Source: an optimization exercise on an open RTL-to-GDS flow (aim: small area). Production flows keep margins and buffers that such runs may drop. Function was checked by simulation only, so behaviour that the tests miss may differ from the original.

==> run a: inputs <==
// top_iq_demod
module top_iq_demod(
	input logic clk,
	input logic resetn,
	input bit ADC_rdy_i,
	input logic signed [4:0] I_IF,
	input logic signed [4:0] Q_IF,
	output bit demod_iq_valid,
	output logic signed [4:0] I_BB,
	output logic signed [4:0] Q_BB
);
export LEC_CHECK = 0
export ABC_AREA = 1
export CAP_MARGIN = 20
export CORE_MARGIN = 2
export CORE_UTILIZATION = 60
export CTS_BUF_LIST = sky130_fd_sc_hd__clkbuf_8
export CTS_CLUSTER_DIAMETER = 50
export CTS_CLUSTER_SIZE = 20
export SLEW_MARGIN = 20
create_clock -name core_clock -period 13.0 [get_ports {clk}]
standard.sh (not shown) runs the stock make flow with config.mk's settings and CLKGATE_MAP_FILE= SYNTH_SCRIPT=/design/flow/synth_recipe.tcl, a recipe that flattens the netlist after the stock synthesis.
==> flow/flow/run.sh <==
#!/bin/bash
# Layout flow: the standard ORFS flow (standard.sh) with these changes in how the
# layout is made:
#  - synthesis: Yosys's coarse "synth -run fine:" step runs without its quick ABC pass
#    (-noabc), so that the full adders the RTL spells out are extracted as written, and
#    the final ABC mapping of the combinational logic uses an area-oriented script
#    (abc_area.script in this folder) instead of ORFS's default one. Registers are
#    mapped by the unchanged standard synthesis steps (ABC never touches them);
#  - the port buffers are the smallest buffer, sky130_fd_sc_hd__buf_1;
#  - clock tree synthesis inserts no dummy loads.
# Every tool's full output goes to the ORFS logs (orfs/logs/...) and to flow.log here.
set -euo pipefail
here=$(pwd)
rm -rf "$here/scripts"
cp -r "$FLOW_HOME/scripts" "$here/scripts"
cp "$here/flow/abc_area.script" "$here/scripts/abc_area.script"
sed -i 's/^  synth -top $::env(DESIGN_NAME) -run fine: {\*}$synth_full_args$/  synth -top $::env(DESIGN_NAME) -run fine: -noabc {*}$synth_full_args/' "$here/scripts/synth.tcl"
grep -q -- '-run fine: -noabc' "$here/scripts/synth.tcl"
bash standard.sh "SCRIPTS_DIR=$here/scripts" \
	"BUFFER_PORTS_ARGS=-buffer_cell sky130_fd_sc_hd__buf_1" \
	"CTS_ARGS=-sink_clustering_enable -repair_clock_nets -buf_list sky130_fd_sc_hd__clkbuf_8 -sink_clustering_size 20 -sink_clustering_max_diameter 50 -dont_use_dummy_load" \
	finish > "$here/flow.log" 2>&1
==> flow/flow/abc_area.script <==
strash
dc2
&get -n
&deepsyn -T 60 -S 7
&put
dch
amap -F 3 -A 8
topo
==> run b (differences from run a) <==
==> flow/flow/run.sh (replaced) <==
#!/bin/bash
# Layout flow: the standard ORFS flow (standard.sh) with these changes in how the
# layout is made:
#  - synthesis maps the combinational logic with an area-oriented ABC script
#    (abc_area.script in this folder) instead of ORFS's default one; registers are
#    mapped by the unchanged standard synthesis (ABC never touches them);
#  - the port buffers are the smallest buffer, sky130_fd_sc_hd__buf_1;
#  - clock tree synthesis inserts no dummy loads.
# Every tool's full output goes to the ORFS logs (orfs/logs/...) and to flow.log here.
set -euo pipefail
here=$(pwd)
rm -rf "$here/scripts"
cp -r "$FLOW_HOME/scripts" "$here/scripts"
cp "$here/flow/abc_area.script" "$here/scripts/abc_area.script"
bash standard.sh "SCRIPTS_DIR=$here/scripts" \
	"BUFFER_PORTS_ARGS=-buffer_cell sky130_fd_sc_hd__buf_1" \
	"CTS_ARGS=-sink_clustering_enable -repair_clock_nets -buf_list sky130_fd_sc_hd__clkbuf_8 -sink_clustering_size 20 -sink_clustering_max_diameter 50 -dont_use_dummy_load" \
	finish > "$here/flow.log" 2>&1
==> run c (differences from run a) <==
--- a/flow/flow/run.sh
+++ b/flow/flow/run.sh
@@ -19,4 +19,4 @@
 bash standard.sh "SCRIPTS_DIR=$here/scripts" \
 	"BUFFER_PORTS_ARGS=-buffer_cell sky130_fd_sc_hd__buf_1" \
-	"CTS_ARGS=-sink_clustering_enable -repair_clock_nets -buf_list sky130_fd_sc_hd__clkbuf_8 -sink_clustering_size 20 -sink_clustering_max_diameter 50 -dont_use_dummy_load" \
+	"CTS_ARGS=-sink_clustering_enable -repair_clock_nets -buf_list sky130_fd_sc_hd__clkbuf_8 -sink_clustering_size 20 -sink_clustering_max_diameter 70 -dont_use_dummy_load" \
 	finish > "$here/flow.log" 2>&1
==> flow_summary.ini <==
[status]
outcome = no timing/DRC/antenna violations

[finish]
clock_buffer_count = 18

[timing]
fin_skew_ns = 0.1132

[placed_design]
pre_cts_slack_ns = 1.625

[worst_setup_path]
reg2reg_slack_ns = 1.59
cp_max_fo = 17
the above is filed under run c

==> flow_summary.ini <==
[status]
outcome = no timing/DRC/antenna violations

[placed_design]
pre_cts_slack_ns = 1.625
dpl_cell_area_um2 = 13340

[worst_hold_path]
hp-class = register to register

[worst_setup_path]
cp_max_fo = 17
reg2reg_slack_ns = 1.64

[finish]
clock_buffer_count = 25
the above is filed under run a

==> flow_summary.ini <==
[status]
outcome = no timing/DRC/antenna violations

[placed_design]
placed_cells = 1605
pre_cts_slack_ns = 3.966

[finish]
clock_buffer_count = 25

[worst_setup_path]
reg2reg_slack_ns = 3.90
slowest_delay_ns = 0.56
the above is filed under run b



==> wip/cedar: inputs <==
Another version of the RTL of top_iq_demod (not shown whole).
Settings: LEC_CHECK=0, ABC_AREA=1, CAP_MARGIN=20, CORE_MARGIN=2, CORE_UTILIZATION=60, CTS_BUF_LIST=sky130_fd_sc_hd__clkbuf_8, CTS_CLUSTER_DIAMETER=50, CTS_CLUSTER_SIZE=20, SLEW_MARGIN=20; clock period 13.0 ns.
==> flow/flow/run.sh <==
#!/bin/bash
# Layout flow: the standard ORFS flow (standard.sh) with these changes in how the
# layout is made:
#  - synthesis: Yosys's coarse "synth -run fine:" step runs without its quick ABC pass
#    (-noabc), so that the full adders the RTL spells out are extracted as written, and
#    the final ABC mapping of the combinational logic uses an area-oriented script
#    (abc_area.script in this folder) instead of ORFS's default one. Registers are
#    mapped by the unchanged standard synthesis steps (ABC never touches them);
#  - the port buffers are the smallest buffer, sky130_fd_sc_hd__buf_1;
#  - clock tree synthesis inserts no dummy loads.
# Every tool's full output goes to the ORFS logs (orfs/logs/...) and to flow.log here.
set -euo pipefail
here=$(pwd)
rm -rf "$here/scripts"
cp -r "$FLOW_HOME/scripts" "$here/scripts"
cp "$here/flow/abc_area.script" "$here/scripts/abc_area.script"
sed -i 's/^  synth -top $::env(DESIGN_NAME) -run fine: {\*}$synth_full_args$/  synth -top $::env(DESIGN_NAME) -run fine: -noabc {*}$synth_full_args/' "$here/scripts/synth.tcl"
grep -q -- '-run fine: -noabc' "$here/scripts/synth.tcl"
bash standard.sh "SCRIPTS_DIR=$here/scripts" \
	"BUFFER_PORTS_ARGS=-buffer_cell sky130_fd_sc_hd__buf_1" \
	"CTS_ARGS=-sink_clustering_enable -repair_clock_nets -buf_list sky130_fd_sc_hd__clkbuf_8 -sink_clustering_size 20 -sink_clustering_max_diameter 50 -dont_use_dummy_load" \
	finish > "$here/flow.log" 2>&1
Scripts as last shown in full above: flow/flow/abc_area.script
==> wip/maple: changes against wip/cedar <==
CORE_UTILIZATION = 70   (was 60)
==> wip/xenon: changes against wip/cedar <==
CORE_UTILIZATION = 80   (was 60)
==> results.txt <==
wip/maple finished clean. wip/cedar ran to the end with no violations. wip/xenon finished with timing, DRC and antenna clean.
Against wip/cedar, the non-clock buffer count of wip/maple is higher by 1.
Between wip/cedar and wip/maple, the lower global-route usage is in wip/cedar (gap 5.4 points).
In wip/xenon the maximum frequency is smaller than in wip/maple, by 0.35%.
Clock skew: wip/maple < wip/xenon < wip/cedar.
Against wip/cedar, the sequential share of layout area of wip/xenon is higher by 0.57 points.
Against wip/maple, the worst setup slack of wip/cedar is better by 0.14 ns.
Against wip/xenon, the count of clock-buffer cells in the layout of wip/maple is higher by 2.

[afterwards: timing with drivers on the ports]
The flow's constraints put no driver on any port. The routed layouts listed below were extracted and timed again, unchanged, in two steps. Step 1: set_driving_cell puts a clkbuf_16 on clk and a buf_2 on each other input, an assumption about the parent block. Step 2 moves the port delays by t, midway between the first and last clock arrival at a register: inputs arrive t later, outputs are due t later. That takes back most of the time a late clock gives input paths. Slacks: ideal ports / drivers / drivers and shift; pairs: ideal ports / drivers.
run | t (ns) | setup slack, ns | hold slack, ns | worst register clock-pin slew, ns | worst data-port slew with drivers (ns)
run a | 0.589 | 1.637 / 1.637 / 1.637 | 0.419 / 0.419 / 0.419 | 0.11 / 0.11 | 0.03
run b | 0.601 | 3.902 / 3.902 / 3.902 | 0.414 / 0.414 / 0.414 | 0.11 / 0.11 | 0.03
run c | 0.559 | 1.593 / 1.593 / 1.593 | 0.381 / 0.381 / 0.381 | 0.12 / 0.12 | 0.03
wip/cedar | 0.591 | 2.080 / 2.080 / 2.080 | 0.370 / 0.370 / 0.370 | 0.12 / 0.12 | 0.03
wip/maple | 0.588 | 1.939 / 1.939 / 1.939 | 0.414 / 0.414 / 0.414 | 0.11 / 0.11 | 0.03
wip/xenon | 0.573 | 1.901 / 1.901 / 1.901 | 0.397 / 0.397 / 0.397 | 0.12 / 0.12 | 0.03
After both steps setup and hold are still met in every run listed.
